Context: an optimization exercise on an open-source flow, tuned for small area and a short achievable clock period. The choices shown serve that exercise and are no tape-out recipe. In this exercise RTL edits were held to simulation tests only and were not proved equivalent to the original.

===== run.sh =====
#!/bin/bash
# synth_recipe.tcl (not shown) runs the flow's synth.tcl, then flattens the netlist and writes it again
# the make line also repeats each setting of config.mk as NAME=value (left out here)
make -C /OpenROAD-flow-scripts/flow DESIGN_CONFIG=/design/flow/config.mk WORK_HOME=/design/flow/orfs CLKGATE_MAP_FILE= SYNTH_SCRIPT=/design/flow/synth_recipe.tcl finish

===== config.mk =====
export PLATFORM = sky130hd
export DESIGN_NAME = DaddaKS_16bitMAC
export DESIGN_NICKNAME = DaddaKS_16bitMAC
export VERILOG_FILES = /design/flow/design.v
export SDC_FILE = /design/flow/constraint.sdc
export NUM_CORES = 4
export LEC_CHECK = 0
export CAP_MARGIN = 20
export CORE_MARGIN = 2
export CORE_UTILIZATION = 40
export SETUP_SLACK_MARGIN = 0.3
export SLEW_MARGIN = 20

===== constraint.sdc =====
create_clock -name core_clock -period 17.0 [get_ports {clk}]
set_input_delay 3.4000 -clock core_clock [delete_from_list [all_inputs] [get_ports {clk}]]
set_output_delay 3.4000 -clock core_clock [all_outputs]
set_load 0.01 [all_outputs]

===== design.v =====
module full_adder(
input a,
input b,
input c,
output sum,
output carry);
assign sum= a^b^c;
assign carry= (a&b) | (c&(a^b));
endmodule
module half_adder(
input a,
input b,
output sum,
output carry);
assign sum= a^b;
assign carry= a&b;
endmodule
module Dadda_Mult8_1(
input [7:0]a,
input [7:0]b,
output [15:0]out);
wire p[7:0][7:0];
wire [41:0]s;
wire [54:0]c;
genvar i;
genvar j;
generate
for(i=0;i<8;i=i+1) begin:row1
  for(j=0;j<8;j=j+1)begin: row2
  assign p[j][i]= a[j] & b[i];
  end
end
endgenerate
half_adder g1(p[6][0],p[5][1],s[0],c[0]);
full_adder g2(p[7][0],p[6][1],p[5][2],s[1],c[1]);
half_adder g3(p[4][3],p[3][4],s[2],c[2]);
full_adder g4(p[7][1],p[6][2],p[5][3],s[3],c[3]);
half_adder g5(p[4][4],p[3][5],s[4],c[4]);
full_adder g6(p[7][2],p[6][3],p[5][4],s[5],c[5]);
half_adder g7(p[4][0],p[3][1],s[6],c[6]);
full_adder g8(p[5][0],p[4][1],p[3][2],s[7],c[7]);
half_adder g9(p[2][3],p[1][4],s[8],c[8]);
full_adder g10(s[0],p[4][2],p[3][3],s[9],c[9]);
full_adder g11(p[2][4],p[1][5],p[0][6],s[10],c[10]);
full_adder g12(c[0],s[1],s[2],s[11],c[11]);
full_adder g13(p[2][5],p[1][6],p[0][7],s[12],c[12]);
full_adder g14(c[1],c[2],s[3],s[13],c[13]);
full_adder g15(s[4],p[2][6],p[1][7],s[14],c[14]);
full_adder g16(c[3],c[4],s[5],s[15],c[15]);
full_adder g17(p[4][5],p[3][6],p[2][7],s[16],c[16]);
full_adder g18(c[5],p[7][3],p[6][4],s[17],c[17]);
full_adder g19(p[5][5],p[4][6],p[3][7],s[18],c[18]);
full_adder g20(p[7][4],p[6][5],p[5][6],s[19],c[19]);
half_adder g21(p[3][0],p[2][1],s[20],c[20]);
full_adder g22(s[6],p[2][2],p[1][3],s[21],c[21]);
full_adder g23(c[6],s[7],s[8],s[22],c[22]);
full_adder g24(c[7],c[8],s[9],s[23],c[23]);
full_adder g25(c[9],c[10],s[11],s[24],c[24]);
full_adder g26(c[11],c[12],s[13],s[25],c[25]);
full_adder g27(c[13],c[14],s[15],s[26],c[26]);
full_adder g28(c[15],c[16],s[17],s[27],c[27]);
full_adder g29(c[17],c[18],s[19],s[28],c[28]);
full_adder g30(c[19],p[7][5],p[6][6],s[29],c[29]);
half_adder g31(p[2][0],p[1][1],s[30],c[30]);
full_adder g32(s[20],p[1][2],p[0][3],s[31],c[31]);
full_adder g33(s[21],c[20],p[0][4],s[32],c[32]);
full_adder g34(s[22],c[21],p[0][5],s[33],c[33]);
full_adder g35(s[23],c[22],s[10],s[34],c[34]);
full_adder g36(s[24],c[23],s[12],s[35],c[35]);
full_adder g37(s[25],c[24],s[14],s[36],c[36]);
full_adder g38(s[26],c[25],s[16],s[37],c[37]);
full_adder g39(s[27],c[26],s[18],s[38],c[38]);
full_adder g40(s[28],c[27],p[4][7],s[39],c[39]);
full_adder g41(s[29],c[28],p[5][7],s[40],c[40]);
full_adder g42(c[29],p[7][6],p[6][7],s[41],c[41]);
assign out[0]=p[0][0];
half_adder g43(p[1][0],p[0][1],out[1],c[42]);
full_adder g44(s[30],p[0][2],c[42],out[2],c[43]);
full_adder g45(s[31],c[30],c[43],out[3],c[44]);
full_adder g46(s[32],c[31],c[44],out[4],c[45]);
full_adder g47(s[33],c[32],c[45],out[5],c[46]);
full_adder g48(s[34],c[33],c[46],out[6],c[47]);
full_adder g49(s[35],c[34],c[47],out[7],c[48]);
full_adder g50(s[36],c[35],c[48],out[8],c[49]);
full_adder g51(s[37],c[36],c[49],out[9],c[50]);
full_adder g52(s[38],c[37],c[50],out[10],c[51]);
full_adder g53(s[39],c[38],c[51],out[11],c[52]);
full_adder g54(s[40],c[39],c[52],out[12],c[53]);
full_adder g55(s[41],c[40],c[53],out[13],c[54]);
full_adder g56(p[7][7],c[41],c[54],out[14],out[15]);
endmodule
module Dadda_Multt16(
input [15:0] a,
input [15:0] b,
output [31:0] out);
wire [15:0] o0,o1,o2,o3;
wire [15:0]out1;
wire [23:0]out2;
Dadda_Mult8_1 g1(a[7:0],b[7:0],o0);
Dadda_Mult8_1 g2(a[7:0],b[15:8],o1);
Dadda_Mult8_1 g3(a[15:8],b[7:0],o2);
Dadda_Mult8_1 g4(a[15:8],b[15:8],o3);
assign out[7:0]= o0[7:0];
assign out1= {8'b0,o0[15:8]} + o1[15:0] ;
assign out2= {8'b0,o2[15:0]} + {o3[15:0],8'b0} ;
assign out[31:8]= {8'b0,out1} + out2;
endmodule 
module Kogge_stone_32bit(
input [31:0] a,
input [31:0] b,
input cin,
output [31:0] s,
output cout);
wire [31:0] c;
wire [31:0] p0, g0 ;
wire [31:0] p1, g1 ;
wire [31:0] p2, g2 ;
wire [31:0] p3, g3 ;
wire [31:0] p4, g4 ;
wire [31:0] p5, g5 ; 
assign p0= a ^ b;
assign g0= (a & b) | {31'b0, p0[0] & cin};
assign p1[0]=p0[0];
assign g1[0]=g0[0];
genvar i;
generate
for(i=1;i<32;i=i+1) begin: row1
assign p1[i] = p0[i] & p0[i-1];
assign g1[i] = g0[i] | (p0[i] & g0[i-1] );
end
endgenerate
assign p2[1:0]=p1[1:0];
assign g2[1:0]=g1[1:0];
genvar j;
generate
for(j=2;j<32;j=j+1) begin: row2
assign p2[j] = p1[j] & p1[j-2];
assign g2[j] = g1[j] | (p1[j] & g1[j-2] );
end
endgenerate
assign p3[3:0]=p2[3:0];
assign g3[3:0]=g2[3:0];
genvar k;
generate
for(k=4;k<32;k=k+1) begin: row3
assign p3[k] = p2[k] & p2[k-4];
assign g3[k] = g2[k] | (p2[k] & g2[k-4] );
end
endgenerate
assign p4[7:0]=p3[7:0];
assign g4[7:0]=g3[7:0];
genvar l;
generate
for(l=8;l<32;l=l+1) begin: row4
assign p4[l] = p3[l] & p3[l-8];
assign g4[l] = g3[l] | (p3[l] & g3[l-8] );
end
endgenerate
assign p5[15:0]= p4[15:0];
assign g5[15:0]= g4[15:0];
genvar m;
generate
for(m=16;m<32;m=m+1) begin: row5
assign p5[m] = p4[m] & p4[m-16];
assign g5[m] = g4[m] | (p4[m] & g4[m-16] );
end
endgenerate
assign c[0]=cin;
assign c[31:1]=g5[30:0];
assign cout=g5[31];
assign s= (p0 ^ c) ;
endmodule
module DaddaKS_16bitMAC(
    input [15:0] a,           
    input [15:0] b,           
    input clk,
    input rst,
    input cin,               
    output reg [31:0] out,   
    output cout              
);
    wire [31:0] out1;        
    wire [31:0] sum;
    Dadda_Multt16 g1 (
        .a(a),
        .b(b),
        .out(out1)
    );
    Kogge_stone_32bit g2 (
        .a(out1),
        .b(out),
        .cin(cin),
        .s(sum),
        .cout(cout)
    );
    always @(posedge clk or posedge rst) begin
        if (rst)
            out <= 16'h0;   
        else
            out <= sum;     
    end
endmodule

==> run summary <==
-- worst min-delay path by stage --
stage / start / endpoint / cells past startpoint
2_1_floorplan: out[2] / out[2] / 2
3_3_place_gp: out[2] / out[2] / 2
3_5_place_dp: out[2] / out[2] / 2
4_1_cts: out[2] / out[2] / 2
5_1_grt: out[2] / out[2] / 2
6_report: out[2] / out[2] / 2
-- critical path: cells and delay by family --
| family | cells | cell delay (ns) |
|---|---|---|
| adders and majority gates | 17 | 6.44 |
| buffers and inverters | 5 | 0.51 |
| and+or+nand+nor | 3 | 0.31 |
| AOI/OAI and AO/OA | 13 | 2.24 |
| xor gates and xnor gates | 2 | 0.26 |
-- repair_timing --
| action | CTS | global route |
|---|---|---|
| resized for setup | 48 | 66 |
| setup buffers | 5 | 5 |
| pin swaps | 17 | 44 |
| gates cloned | 0 | 0 |
| setup endpoints to repair | 1 | 1 |
| endpoints found under the hold margin | 0 | 0 |
-- kinds of logic (layout without fill, tap and decap cells) --
group                    count (synthesis)  count (layout)  synth area share, %
AO/OA/AOI/OAI                          158             158                 10.0
adder cells (fa/ha/maj)                299             299                 49.4
XOR/XNOR                                59              59                 4.84
buffers and inverters                  296             469                 10.5
AND/OR/NAND/NOR                        393             393                 17.7
multiplexers                             1               1               0.0938
flip-flops                              32              32                 7.50
-- cell usage in the layout (no fill, tap or decap), drive strengths merged, types with 6 or more instances in the layout --
cell type	netlist	routed
nand3	17	17
clkdlybuf4s50	0	52
a31oi	8	8
o21a	7	7
inv	250	250
a21o	20	20
nand2b	6	6
and2	117	117
clkbuf	41	10
dfrtp	32	32
ha	95	95
xnor2	32	32
fa	204	204
xor2	27	27
o21ai	24	24
and3	9	9
a21oi	49	49
nor3	8	8
nand2	189	189
o21bai	10	10
buf	4	149
nor2	33	33
a211oi	10	10
-- final cells by class --
cell class | instances | area (sq um)
fill | 2522 | 13100
multi-input combinational | 910 | 8990
clock inverter | 1 | 5.00
clock buffer | 6 | 129
timing repair buffer | 211 | 1780
inverter | 251 | 942
tap | 335 | 419
sequential | 32 | 801
-- per-layer routing --
layer	routed length [microns]	part of all wire (%)	track usage, %
met1	12000	46	26.6
met2	12900	49	34.4
met3	830	3.2	1.06
met4	376	1.4	3.86
met5	0	0	0
-- stage by stage --
stage	area, sq um	setup WS, ns	instances
2_1_floorplan	10700	0.370	1238
3_3_place_gp	12600	-0.794	1729
3_5_place_dp	12600	-0.898	1729
4_1_cts	12900	0.301	1741
5_1_grt	13100	-0.0217	1746
6_report	13100	0.395	1746
==> impl_metrics.yaml <==
outcome:
  outcome: "timing/DRC/antenna clean"
timing:
  fin_crit_ns: 16.60
  worst_slew_pin_slew_ns: 0.532
  fmax_mhz: 60.2
  slew_headroom_pct: 64.5
  hold_slack_ns: 0.645
  slew_violations: 0
  final.period_utilization_pct: 97.7
  final-hold-violation-count: 0
  setup_viol: 0
  finClkSkew_ns: 0.00961
  rsz0062_at_grt: "true"
  tns_ns: 0
synth:
  ys_seq_area_share_pct: 7.50
  avgSynthCellArea_sq_um: 8.62
  netlist.area_leader.share_pct: 38.3
  syn-instance-count: 1238
  synth_area_sq_um: 10700
  yosysMostFrequentCell: "inv_1"
  yosys_warnings: 2
  netlist_top_cells_count: "249 x inv_1, 204 x fa_1, 189 x nand2_1"
  synth-seq-cells: 32
  async_flop_share_pct: 100
  synthDistinctLibCells: 59
  synth_area_leaders: "fa_1 38%, ha_1 11%, inv_1 8.8%"
  synth-main-ff-cell: "dfrtp_1"
  synth-edff-count: 0
  syn-num-nets: 1572
  synth_top_cell_by_area: "fa_1"
floorplan:
  coreArea_sq_um: 26100
  die_x_microns: 167
  fp.dieArea_sq_um: 28000
  io_pins: 68
  die_y_microns: 167
  row_count: 59
  initial_utilization_pct: 40.9
min_path:
  holdCritPathClass: "flip-flop to flip-flop"
setup_path:
  cp.arrival_ns: 13.20
  endpoint_kind: "output port"
  r2r_end: "out[28]"
  crit_required_ns: 13.60
  slowest_stage: "fa_1"
  crit_top_cell: "fa_2"
  reg2reg_from: "out[0]"
  crit_path_start_kind: "primary input"
  r2r_cells: 10
  crit_end: "cout"
  startpoint: "a[2]"
  cpPeakStageDelay_ns: 0.53
  crit_type: "primary input to output port"
  r2r_slack_ns: 13.99
  critPathMaxFanout: 4
placement:
  numPortBuffers: 67
  dp_hpwl_microns: 22700
  place_congestion: 0.866
clock_tree:
  cts_buffer_depth: 2
  clk_latency_ns: 0.28
  cts_hold_buf: 0
  h-tree-depth: 2
  cts_buffers: 5
  clk_pin_slew_ns: 0.05
  clock-root-buffer: "clkbuf_16"
  clock_sinks: 32
  cts_tree: "built"
detailed_routing:
  wl_microns: 26200
  avgViaCountPerCell: 4.90
  ant_nets: 0
  drtIter0Drc: 413
  vias: 8561
  avgRoutedWirePerCell_microns: 15.0
  first_pass_iters: 16
  drc: 0
grt:
  grt_pass1_vias: 8971
  grt_pass1_wl_microns: 44400
  grtUsageTotal_pct: 19.4
  antenna_found_initial: 0
  grt_max_degree: 33
  grt_overflow: 0
job:
  cap_violations: 0
final_layout:
  reg_top3: "out (32)"
  syn2layout_area_growth_pct: 22.3
  postLayoutCoreUtil_pct: 50.0
  final_nets: 1745
  largest_register: "out"
  largest_reg_flops: 32
  num_antenna_cells: 0
  layout-drive-gt1-share_pct: 15.7

==> what the ideal ports hide <==
The results above use ideal ports. As a check the final layout listed here was re-extracted and re-timed, cells and wires unchanged. Step 1: set_driving_cell puts a clkbuf_16 on clk and a buf_2 on each other input, an assumption about the parent block. Step 2 moves the port delays by t, midway between the first and last clock arrival at a register: inputs arrive t later, outputs are due t later. That takes back most of the time a late clock gives input paths. a / b / c = ideal / step 1 / step 2; a / b = the first two.
shift t [ns]: 0.319
setup WS [ns]: 0.395 / 0.356 / 0.356
hold slack, ns: 0.645 / 0.645 / 0.645
slew at the worst register clock pin (ns): 0.05 / 0.05
After both steps this run still meets setup and hold. For this run, drivers alone change the setup slack by -0.039 ns; drivers and shift together by -0.039 ns.
